Context: an optimization exercise on an open-source flow, tuned for small area, a short achievable clock period and few clock cycles. The choices shown serve that exercise and are no tape-out recipe.
RTL that was checked went through simulation tests only; none was proved equivalent to the original.
Power is estimated from default activity; no workload was simulated.

==> flow/design.v <==
`default_nettype none                
`timescale 1ns/1ps                   
/*verilator lint_off UNUSED*/
typedef enum logic [3:0] {
    NOP     = 4'b0000,       
    LDA     = 4'b0001,       
    ADD     = 4'b0010,       
    SUB     = 4'b0011,       
    STA     = 4'b0100,       
    LDI     = 4'b0101,       
    JMP     = 4'b0110,       
    JC      = 4'b0111,       
    JZ      = 4'b1000,       
    NOP_9   = 4'b1001,       
    NOP_A   = 4'b1010,       
    NOP_B   = 4'b1011,       
    NOP_C   = 4'b1100,       
    NOP_D   = 4'b1101,       
    OUT     = 4'b1110,       
    HLT     = 4'b1111        
} op_t;
typedef logic [3:0] addr_t;
typedef logic [7:0] byte_t;
/*verilator lint_on UNUSED*/
`default_nettype none
`timescale 1ns/1ps
module cpu_core (
    output      logic   hlt_o,           
    output      logic   mem_write_o,     
    output      logic   mem_store_o,     
    output      addr_t  mem_waddr_o,     
    output      byte_t  mem_wdata_o,     
    input  wire logic   wr_fwd_i,        
    input  wire addr_t  wr_addr_i,       
    input  wire byte_t  wr_data_i,       
    output      logic [2:0] mem_addr_ev_o,   
    input  wire byte_t  mem_data_ev_i,
    output      logic [2:0] mem_addr_od_o,   
    input  wire byte_t  mem_data_od_i,
    output      addr_t  mem_eaddr_o,     
    input  wire byte_t  mem_edata_i,
    output      logic   out_strobe_o,    
    output      byte_t  out_value_o,     
    input  wire logic   reset_i,
    input  wire logic   clk_en_i,
    input  wire logic   clk
);
addr_t      q;                           
byte_t      ir0;                         
byte_t      ir1;                         
logic       ctl0;                        
logic       pass0;                       
addr_t      darg;                        
byte_t      a;                           
logic       cf;                          
logic       o_rdy;                       
byte_t      out_hold;                    
logic       out_old;                     
function automatic logic is_ctl(input logic [3:0] op);
    is_ctl = (op == NOP) || (op == JMP) || (op == JC) || (op == JZ) ||
           (op == NOP_9) || (op == NOP_A) || (op == NOP_B) || (op == NOP_C) || (op == NOP_D);
endfunction
function automatic logic is_pass(input logic [3:0] op);
    is_pass = is_ctl(op) || (op == OUT) || (op == STA);
endfunction
function automatic logic is_nop(input logic [3:0] op);
    is_nop = (op == NOP) || (op == NOP_9) || (op == NOP_A) || (op == NOP_B) || (op == NOP_C) || (op == NOP_D);
endfunction
function automatic logic [8:0] add8(input logic [7:0] x, input logic [7:0] y, input logic ci);
    logic [8:0] g, p, gn, pn;
    logic [8:0] c;
    g = {x & y, ci};
    p = {x ^ y, 1'b0};
    for (int d = 1; d < 9; d = d * 2) begin
        gn = g;
        pn = p;
        for (int i = d; i < 9; i++) begin
            gn[i] = g[i] | (p[i] & g[i-d]);
            pn[i] = p[i] & p[i-d];
        end
        g = gn;
        p = pn;
    end
    c = g;
    add8 = {c[8], (x ^ y) ^ c[7:0]};
endfunction
op_t        op0, op1, dop;
addr_t      arg0, arg1;
logic       run;
logic       zf;
logic       tk0, tk1;
logic       ctl1;
logic       fold1;
logic       exec0, exec1;
logic       dval;
logic       halt_e;
addr_t      nq, nq1;
logic       fwd0, fwd1;
byte_t      f0, f1;
logic       sub;
byte_t      ax;
logic [8:0] alu;
always_comb op0     = op_t'(ir0[7:4]);
always_comb op1     = op_t'(ir1[7:4]);
always_comb arg0    = ir0[3:0];
always_comb arg1    = ir1[3:0];
always_comb run     = clk_en_i && !hlt_o;
always_comb zf      = (a == 8'h00);
always_comb ctl1    = is_ctl(op1);
always_comb dop     = pass0 ? op1 : op0;
always_comb tk0     = (op0 == JMP) || (op0 == JC && cf) || (op0 == JZ && zf);
always_comb tk1     = (op1 == JMP) || (op1 == JC && cf) ||
                      (op1 == JZ && ((op0 == LDI) ? (arg0 == 4'h0) : zf));
always_comb begin
    case (op0)
        OUT:     fold1 = (op1 != OUT);
        STA:     fold1 = ctl1 || op1 == HLT || op1 == OUT || op1 == LDI ||
                         ((op1 == LDA || op1 == ADD || op1 == SUB) && arg1 != arg0);
        LDI:     fold1 = ctl1 || op1 == HLT || op1 == OUT;
        LDA:     fold1 = is_nop(op1) || op1 == JMP || op1 == JC || op1 == HLT || op1 == OUT;
        default: fold1 = is_nop(op1) || op1 == JMP || op1 == HLT || op1 == OUT;   
    endcase
    if (op0 == STA && arg0 == q + 4'h1) begin
        fold1 = 1'b0;                    
    end
end
always_comb begin
    exec0   = 1'b0;                      
    exec1   = 1'b0;                      
    halt_e  = 1'b0;
    nq      = q + 4'h1;
    nq1     = q + 4'h2;
    if (ctl0 && tk0) begin
        nq      = arg0;
        nq1     = arg0 + 4'h1;
    end else if (op0 == HLT) begin
        halt_e  = 1'b1;
    end else begin
        exec0   = !ctl0;
        if (ctl0 || fold1) begin
            exec1   = 1'b1;
            halt_e  = (op1 == HLT);
            if (ctl1 && tk1) begin
                nq      = arg1;
                nq1     = arg1 + 4'h1;
            end else begin
                nq      = q + 4'h2;
                nq1     = q + 4'h3;
            end
        end
    end
    if (reset_i) begin
        nq      = 4'h0;
        nq1     = 4'h1;
    end else if (!run) begin
        nq      = q;
        nq1     = q + 4'h1;
    end
end
always_comb fwd0    = wr_fwd_i && (run || reset_i) && wr_addr_i == nq;
always_comb fwd1    = wr_fwd_i && (run || reset_i) && wr_addr_i == nq1;
always_comb dval    = pass0 ? exec1 : exec0;
always_comb f0      = fwd0 ? wr_data_i : (nq[0] ? mem_data_od_i : mem_data_ev_i);
always_comb f1      = fwd1 ? wr_data_i : (nq[0] ? mem_data_ev_i : mem_data_od_i);
always_comb sub     = (dop == SUB);
always_comb ax      = a ^ {8{sub}};
always_comb alu     = add8(ax, mem_edata_i, 1'b0);
always_comb mem_addr_ev_o = nq1[3:1];
always_comb mem_addr_od_o = nq[3:1];
always_comb mem_eaddr_o  = darg;
always_comb mem_store_o  = (exec0 && op0 == STA) || (exec1 && op1 == STA);
always_comb mem_write_o  = run && mem_store_o;
always_comb mem_waddr_o  = (op0 == STA) ? arg0 : arg1;
always_comb mem_wdata_o  = a;
always_comb out_strobe_o = o_rdy;
always_comb out_value_o  = out_old ? out_hold : a;
always_ff @(posedge clk) begin
    out_hold <= a;
end
always_ff @(posedge clk) begin
    q       <= nq;
    ir0     <= f0;
    ir1     <= f1;
    ctl0    <= is_ctl(f0[7:4]);
    pass0   <= is_pass(f0[7:4]);
    darg    <= is_pass(f0[7:4]) ? f1[3:0] : f0[3:0];
end
always_ff @(posedge clk) begin
    if (reset_i) begin
        a       <= '0;
        cf      <= 1'b0;
        o_rdy   <= 1'b0;
        out_old <= 1'b0;
        hlt_o   <= 1'b0;
    end else begin
        o_rdy   <= 1'b0;
        if (run) begin
            if (dval) begin
                case (dop)
                    LDA:    a        <= mem_edata_i;
                    ADD, SUB: begin
                        a       <= alu[7:0] ^ {8{sub}};
                        cf      <= alu[8];
                    end
                    LDI:    a        <= {4'h0, darg};
                    default: ;
                endcase
            end
            out_old <= exec0 && op0 == OUT;
            if ((exec0 && op0 == OUT) || (exec1 && op1 == OUT)) begin
                o_rdy   <= 1'b1;
            end
            if (halt_e || f0[7:4] == HLT) begin
                hlt_o   <= 1'b1;
            end
        end
    end
end
endmodule
`default_nettype wire
`default_nettype none
`timescale 1ns/1ps
module cpu_mem (
    input  wire logic       we_i,        
    input  wire addr_t      waddr_i,     
    input  wire byte_t      wdata_i,     
    input  wire logic [2:0] raddr_ev_i,  
    output      byte_t      rdata_ev_o,
    input  wire logic [2:0] raddr_od_i,  
    output      byte_t      rdata_od_o,
    input  wire addr_t      raddr_e_i,   
    output      byte_t      rdata_e_o,
    input  wire logic       clk
);
byte_t memory [0:15];
always_ff @(posedge clk) begin
    if (we_i) begin
        memory[waddr_i] <= wdata_i;
    end
end
always_comb begin
    rdata_ev_o = '0;
    rdata_od_o = '0;
    for (int i = 0; i < 8; i++) begin
        rdata_ev_o = rdata_ev_o | (memory[2*i]   & {8{raddr_ev_i == 3'(i)}});
        rdata_od_o = rdata_od_o | (memory[2*i+1] & {8{raddr_od_i == 3'(i)}});
    end
end
always_comb begin
    rdata_e_o = '0;
    for (int i = 0; i < 16; i++) begin
        rdata_e_o = rdata_e_o | (memory[i] & {8{raddr_e_i == 4'(i)}});
    end
end
endmodule
`default_nettype wire
`default_nettype none
`timescale 1ns/1ps
module cpu_main (
    input wire  logic       clk_en_i,
    input wire  logic       reset_i,
    output      logic       out_strobe_o,
    output      byte_t      out_value_o,
    output      logic       halt_o,
    input wire  logic       prog_we_i,           
    input wire  addr_t      prog_addr_i,         
    input wire  byte_t      prog_data_i,         
    input wire  logic       clk
);
logic       cpu_we;
logic       cpu_st;
logic       wfwd;
addr_t      cpu_waddr;
byte_t      cpu_wdata;
logic       we;
addr_t      waddr;
byte_t      wdata;
logic [2:0] addr_ev, addr_od;
addr_t      eaddr;
byte_t      data_ev, data_od, edata;
always_comb we      = reset_i ? prog_we_i   : cpu_we;
always_comb wfwd    = reset_i ? prog_we_i   : cpu_st;
always_comb waddr   = reset_i ? prog_addr_i : cpu_waddr;
always_comb wdata   = reset_i ? prog_data_i : cpu_wdata;
cpu_core core (
    .hlt_o(halt_o),
    .mem_write_o(cpu_we),
    .mem_store_o(cpu_st),
    .mem_waddr_o(cpu_waddr),
    .mem_wdata_o(cpu_wdata),
    .wr_fwd_i(wfwd),
    .wr_addr_i(waddr),
    .wr_data_i(wdata),
    .mem_addr_ev_o(addr_ev),
    .mem_data_ev_i(data_ev),
    .mem_addr_od_o(addr_od),
    .mem_data_od_i(data_od),
    .mem_eaddr_o(eaddr),
    .mem_edata_i(edata),
    .out_strobe_o(out_strobe_o),
    .out_value_o(out_value_o),
    .reset_i(reset_i),
    .clk_en_i(clk_en_i),
    .clk(clk)
);
cpu_mem mem (
    .we_i(we),
    .waddr_i(waddr),
    .wdata_i(wdata),
    .raddr_ev_i(addr_ev),
    .rdata_ev_o(data_ev),
    .raddr_od_i(addr_od),
    .rdata_od_o(data_od),
    .raddr_e_i(eaddr),
    .rdata_e_o(edata),
    .clk(clk)
);
endmodule
`default_nettype wire
clock: 7.0 ns
lec_check: 0
abc_area: 1
cap_margin: 20
core_margin: 2
core_utilization: 40
cts_buf_list: sky130_fd_sc_hd__clkbuf_4 sky130_fd_sc_hd__clkbuf_8
setup_slack_margin: 3.0
slew_margin: 20
run.sh (not shown) runs the stock make flow with config.mk's settings and CLKGATE_MAP_FILE= SYNTH_SCRIPT=/design/flow/synth_recipe.tcl, a recipe that flattens the netlist after the stock synthesis.
Then changed:
--- a/flow/design.v
+++ b/flow/design.v
@@ -60,9 +60,9 @@
     is_ctl = (op == NOP) || (op == JMP) || (op == JC) || (op == JZ) ||
            (op == NOP_9) || (op == NOP_A) || (op == NOP_B) || (op == NOP_C) || (op == NOP_D);
 endfunction
 function automatic logic is_pass(input logic [3:0] op);
-    is_pass = is_ctl(op) || (op == OUT) || (op == STA);
+    is_pass = is_ctl(op) || (op == OUT);
 endfunction
 function automatic logic is_nop(input logic [3:0] op);
     is_nop = (op == NOP) || (op == NOP_9) || (op == NOP_A) || (op == NOP_B) || (op == NOP_C) || (op == NOP_D);
 endfunction
@@ -113,10 +113,9 @@
                       (op1 == JZ && ((op0 == LDI) ? (arg0 == 4'h0) : zf));
 always_comb begin
     case (op0)
         OUT:     fold1 = (op1 != OUT);
-        STA:     fold1 = ctl1 || op1 == HLT || op1 == OUT || op1 == LDI ||
-                         ((op1 == LDA || op1 == ADD || op1 == SUB) && arg1 != arg0);
+        STA:     fold1 = ctl1 || op1 == HLT || op1 == OUT;
         LDI:     fold1 = ctl1 || op1 == HLT || op1 == OUT;
         LDA:     fold1 = is_nop(op1) || op1 == JMP || op1 == JC || op1 == HLT || op1 == OUT;
         default: fold1 = is_nop(op1) || op1 == JMP || op1 == HLT || op1 == OUT;   
     endcase
@@ -167,11 +166,11 @@
 always_comb alu     = add8(ax, mem_edata_i, 1'b0);
 always_comb mem_addr_ev_o = nq1[3:1];
 always_comb mem_addr_od_o = nq[3:1];
 always_comb mem_eaddr_o  = darg;
-always_comb mem_store_o  = (exec0 && op0 == STA) || (exec1 && op1 == STA);
+always_comb mem_store_o  = dval && (dop == STA);
 always_comb mem_write_o  = run && mem_store_o;
-always_comb mem_waddr_o  = (op0 == STA) ? arg0 : arg1;
+always_comb mem_waddr_o  = darg;
 always_comb mem_wdata_o  = a;
 always_comb out_strobe_o = o_rdy;
 always_comb out_value_o  = out_old ? out_hold : a;
 always_ff @(posedge clk) begin
@@ -209,9 +208,9 @@
             out_old <= exec0 && op0 == OUT;
             if ((exec0 && op0 == OUT) || (exec1 && op1 == OUT)) begin
                 o_rdy   <= 1'b1;
             end
-            if (halt_e || f0[7:4] == HLT) begin
+            if (halt_e || f0[7:4] == HLT || (is_nop(f0[7:4]) && f1[7:4] == HLT)) begin
                 hlt_o   <= 1'b1;
             end
         end
     end
=>
- The changed run finished clean
- sequential share of layout area barely changes
- flip-flop and latch count does not change
- cell area barely changes
- utilization is about the same
- synthesized area shrinks by 0.64%
- global-route usage stays flat
- final cell count shrinks by 0.51%
- fmax grows by 1.8%
- combinational power grows by 6.1%
Testbench counts after the change, summed over its fixed seeds: cycles 10,980.
No functional check of the RTL was part of the first run of this note.

========
## R
Starts from the design.v that is shown in full above.
export LEC_CHECK = 0
export ABC_AREA = 1
export CAP_MARGIN = 20
export CORE_MARGIN = 2
export CORE_UTILIZATION = 40
export CTS_BUF_LIST = sky130_fd_sc_hd__clkbuf_4 sky130_fd_sc_hd__clkbuf_8
export SETUP_SLACK_MARGIN = 3.1
export SLEW_MARGIN = 20
create_clock -name core_clock -period 7.0 [get_ports {clk}]
What Q does differently from R at the input level:
--- a/flow/design.v
+++ b/flow/design.v
@@ -59,11 +59,11 @@
 function automatic logic is_ctl(input logic [3:0] op);
     is_ctl = (op == NOP) || (op == JMP) || (op == JC) || (op == JZ) ||
            (op == NOP_9) || (op == NOP_A) || (op == NOP_B) || (op == NOP_C) || (op == NOP_D);
 endfunction
 function automatic logic is_pass(input logic [3:0] op);
-    is_pass = is_ctl(op) || (op == OUT) || (op == STA);
+    is_pass = is_ctl(op) || (op == OUT);
 endfunction
 function automatic logic is_nop(input logic [3:0] op);
     is_nop = (op == NOP) || (op == NOP_9) || (op == NOP_A) || (op == NOP_B) || (op == NOP_C) || (op == NOP_D);
 endfunction
 function automatic logic [8:0] add8(input logic [7:0] x, input logic [7:0] y, input logic ci);
@@ -112,12 +112,11 @@
 always_comb tk1     = (op1 == JMP) || (op1 == JC && cf) ||
                       (op1 == JZ && ((op0 == LDI) ? (arg0 == 4'h0) : zf));
 always_comb begin
     case (op0)
         OUT:     fold1 = (op1 != OUT);
-        STA:     fold1 = ctl1 || op1 == HLT || op1 == OUT || op1 == LDI ||
-                         ((op1 == LDA || op1 == ADD || op1 == SUB) && arg1 != arg0);
+        STA:     fold1 = ctl1 || op1 == HLT || op1 == OUT;
         LDI:     fold1 = ctl1 || op1 == HLT || op1 == OUT;
         LDA:     fold1 = is_nop(op1) || op1 == JMP || op1 == JC || op1 == HLT || op1 == OUT;
         default: fold1 = is_nop(op1) || op1 == JMP || op1 == HLT || op1 == OUT;   
     endcase
     if (op0 == STA && arg0 == q + 4'h1) begin
@@ -166,13 +165,13 @@
 always_comb ax      = a ^ {8{sub}};
 always_comb alu     = add8(ax, mem_edata_i, 1'b0);
 always_comb mem_addr_ev_o = nq1[3:1];
 always_comb mem_addr_od_o = nq[3:1];
 always_comb mem_eaddr_o  = darg;
-always_comb mem_store_o  = (exec0 && op0 == STA) || (exec1 && op1 == STA);
+always_comb mem_store_o  = dval && (dop == STA);
 always_comb mem_write_o  = run && mem_store_o;
-always_comb mem_waddr_o  = (op0 == STA) ? arg0 : arg1;
+always_comb mem_waddr_o  = darg;
 always_comb mem_wdata_o  = a;
 always_comb out_strobe_o = o_rdy;
 always_comb out_value_o  = out_old ? out_hold : a;
 always_ff @(posedge clk) begin
     out_hold <= a;
--- outcome ---
- Slack of the critical path, Q and R: smaller value in R
- Max routing usage on met2 across Q and R: R
- In Q the count of plain and timing-repair buffers turned out 12 lower than in R.
- Multiplexer share of the synthesized area across Q and R: no real change.
- Compared Q vs R, and global-route usage is down in Q.
- R → Q: design area now smaller; count of clock buffers in the final design comparable; maximum number of pins on one net before global-route repair now larger; cell count now smaller.
Testbench counts of Q, summed over its fixed seeds: cycles 11,002.
Function not checked in R: the RTL went through the layout flow alone.

-- separate check: timing with driven ports --
In the flow no input, the clock included, has a driving cell. The finished layouts below were timed again as built, in two steps. Step 1 sets driving cells, clkbuf_16 on the clock port and buf_2 on the other inputs (assumed; they add their load-dependent delay and slew). Step 2 times the ports against the registers' clock, not the clock port: input delays grow and output delays shrink by t, the midpoint of the rising clock arrivals with the driver on. a / b / c = no drivers / after step 1 / after step 2; a / b = the first two.
| run | shift t [ns] | setup WS [ns] | hold slack, ns | worst data-port slew with drivers (ns) | cell pins on the clock port's net |
|---|---|---|---|---|---|
| the first run of note 1 | 0.529 | 3.173 / 3.187 / 2.658 | 0.358 / 0.358 / 0.358 | 0.04 | 1 |
| the second run of note 1 | 0.526 | 3.241 / 3.241 / 2.818 | 0.390 / 0.390 / 0.390 | 0.04 | 1 |
| R | 0.526 | 3.263 / 3.279 / 2.753 | 0.359 / 0.359 / 0.359 | 0.04 | 1 |
| Q | 0.516 | 3.292 / 3.303 / 2.786 | 0.411 / 0.411 / 0.411 | 0.04 | 1 |
After both steps setup and hold are still met in every run listed. For the first run of note 1, which loses most, drivers alone change the setup slack by +0.014 ns; drivers and shift together by -0.515 ns.
